Source: an optimization exercise on an open RTL-to-GDS flow (aim: small area, a short achievable clock period and few clock cycles). Production flows keep margins and buffers that such runs may drop.
The RTL was checked by simulation tests, not by an equivalence proof against the original design.
Power is estimated from default activity; no workload was simulated.

main:
// flappy_cpu
module flappy_cpu(
    input         clk,
    input         rst,
    input         button,
    output [19:0] imem_addr,
    input  [31:0] imem_rdata,
    output [11:0] dmem_addr,
    output [31:0] dmem_wdata,
    output        dmem_we,
    input  [31:0] dmem_rdata,
    output [31:0] led,
    output        halted);
export LEC_CHECK = 0
export CAP_MARGIN = 20
export CORE_MARGIN = 2
export CORE_UTILIZATION = 55
export SLEW_MARGIN = 20
create_clock -name core_clock -period 25.0 [get_ports {clk}]
standard.sh (not shown) runs the stock make flow with config.mk's settings and CLKGATE_MAP_FILE= SYNTH_SCRIPT=/design/flow/synth_recipe.tcl, a recipe that flattens the netlist after the stock synthesis.
==> flow/flow/run.sh <==
#!/bin/bash
set -euo pipefail
ARGS=(SETUP_SLACK_MARGIN=18.4 "BUFFER_PORTS_ARGS=-buffer_cell sky130_fd_sc_hd__buf_4")
bash standard.sh "${ARGS[@]}" cts > standard_to_cts.log 2>&1
bash standard.sh "${ARGS[@]}" SKIP_GATE_CLONING=1 finish > standard_finish.log 2>&1
Testbench counts of main, summed over its fixed seeds: cycles 135,304.
Input-level comparison between the feature branch and main:
diff --git a/flow/design.v b/flow/design.v
--- a/flow/design.v
+++ b/flow/design.v
@@ -948,17 +948,14 @@
                      is_auipc ? tgt :
                      (is_jal | is_jalr) ? {link, 2'b00} :
                      is_mul ? mul_r0 :
                      (is_op | is_opi) ? alu : sum;
    wire [31:0] mul_r0, mul_r1, mul_r2, mul_r3;
    wire [13:0] mul_t31;
-   mul_pp u_mul(.a(r1), .b(r2), .r0(mul_r0), .r1(mul_r1), .r2(mul_r2), .r3(mul_r3), .t31(mul_t31));
-   wire        br_sgn = ~f3[1];
-   wire        br_lt  = {a[31] ^ br_sgn, a[30:0]} < {b2[31] ^ br_sgn, b2[30:0]};
-   wire        br_eq  = (a == b2);
-   wire cond = f3[2] ? (br_lt ^ f3[0]) : (br_eq ^ f3[0]);
+   mul_pp u_mul(.a(a), .b(b2), .r0(mul_r0), .r1(mul_r1), .r2(mul_r2), .r3(mul_r3), .t31(mul_t31));
+   wire cond = f3[2] ? ((f3[1] ? lt_u : lt_s) ^ f3[0]) : (eq ^ f3[0]);
    wire go    = v_e & ~stall;
    wire taken    = is_jal | is_jalr | (is_br & cond);
    wire redirect = go & (pred_e ? ~taken : taken);
    wire [31:2] target = pred_e ? link : (is_jalr ? sum[31:2] : tgt[31:2]);
    wire a7_34    = (a == 32'd34);
    wire halt_now = go & is_ecall & ~a7_34;
@@ -970,15 +967,13 @@
    wire [4:0] if_op  = imem_rdata[6:2];
    wire if_use1 = ~((if_op == 5'b01101) | (if_op == 5'b00101) | (if_op == 5'b11011));
    wire if_use2 = (if_op == 5'b01100) | (if_op == 5'b01000) | (if_op == 5'b11000) | if_ec;
    wire wb_next = go & writes_rd & (rd != 5'd0);
    wire if_m1   = wb_next & (if_ir[19:15] == rd);
    wire if_m2   = wb_next & (if_ir[24:20] == rd);
-   wire if_mul  = (if_op == 5'b01100) & imem_rdata[25];
-   wire if_dep  = ((is_load | is_mul) & ((if_use1 & if_m1) | (if_use2 & if_m2))) |
-                  (if_mul & (if_m1 | if_m2));
+   wire if_dep  = (is_load | is_mul) & ((if_use1 & if_m1) | (if_use2 & if_m2));
    wire        if_pred = (imem_rdata[6:2] == 5'b11000) & (&{imem_rdata[31:28], imem_rdata[7]});
    wire [6:0]  if_lo   = {1'b0, pc[7:2]} + {1'b0, imem_rdata[27:25], imem_rdata[11:9]};
    wire [31:8] pc_hi_m1 = pc[31:8] - 24'd1;
    wire [31:2] if_tgt  = {if_lo[6] ? pc[31:8] : pc_hi_m1, if_lo[5:0]};
    always @(posedge clk) begin
       if (rst) begin
==> notes.md <==
- Sort main and the feature branch by non-clock buffering overhead in the final layout, descending, and the feature branch comes first.
- In terms of cell area, the feature branch and main differ only marginally.
- Lower via count goes to the feature branch over main.
- Per the comparison of the feature branch with main, non-filler instance count after layout moved down, multiplexer share of the synthesized area moved down, post-CTS clock slew at the launch and capture registers of the worst setup and hold paths level.
- The final reports for the feature branch and main show clock network fraction of design power lower in the former.
Testbench counts of the feature branch, summed over its fixed seeds: cycles 135,073.

## re-timing with driven ports
How much do the figures lean on ideal ports? The routed layouts below were timed once more, with nothing changed but the port constraints.
Step 1: set_driving_cell puts a clkbuf_16 on clk and a buf_2 on each other input, an assumption about the parent block.
Step 2, shift: input delay + t, output delay - t, t = (earliest + latest rising clock arrival at the registers) / 2. This alone moves slack from input paths to output paths.
Slacks: ideal / step 1 / step 2; pairs: ideal / step 1.
run	t (ns)	setup slack, ns	hold slack, ns	worst register clock-pin slew, ns
main	0.899	18.175 / 18.175 / 17.354	0.470 / 0.470 / 0.470	0.07 / 0.07
the feature branch	0.879	18.189 / 18.189 / 17.540	0.484 / 0.484 / 0.484	0.07 / 0.07
After both steps every run listed still meets setup and hold. For main, which loses most, drivers alone change the setup slack by 0.000 ns; drivers and shift together by -0.821 ns.
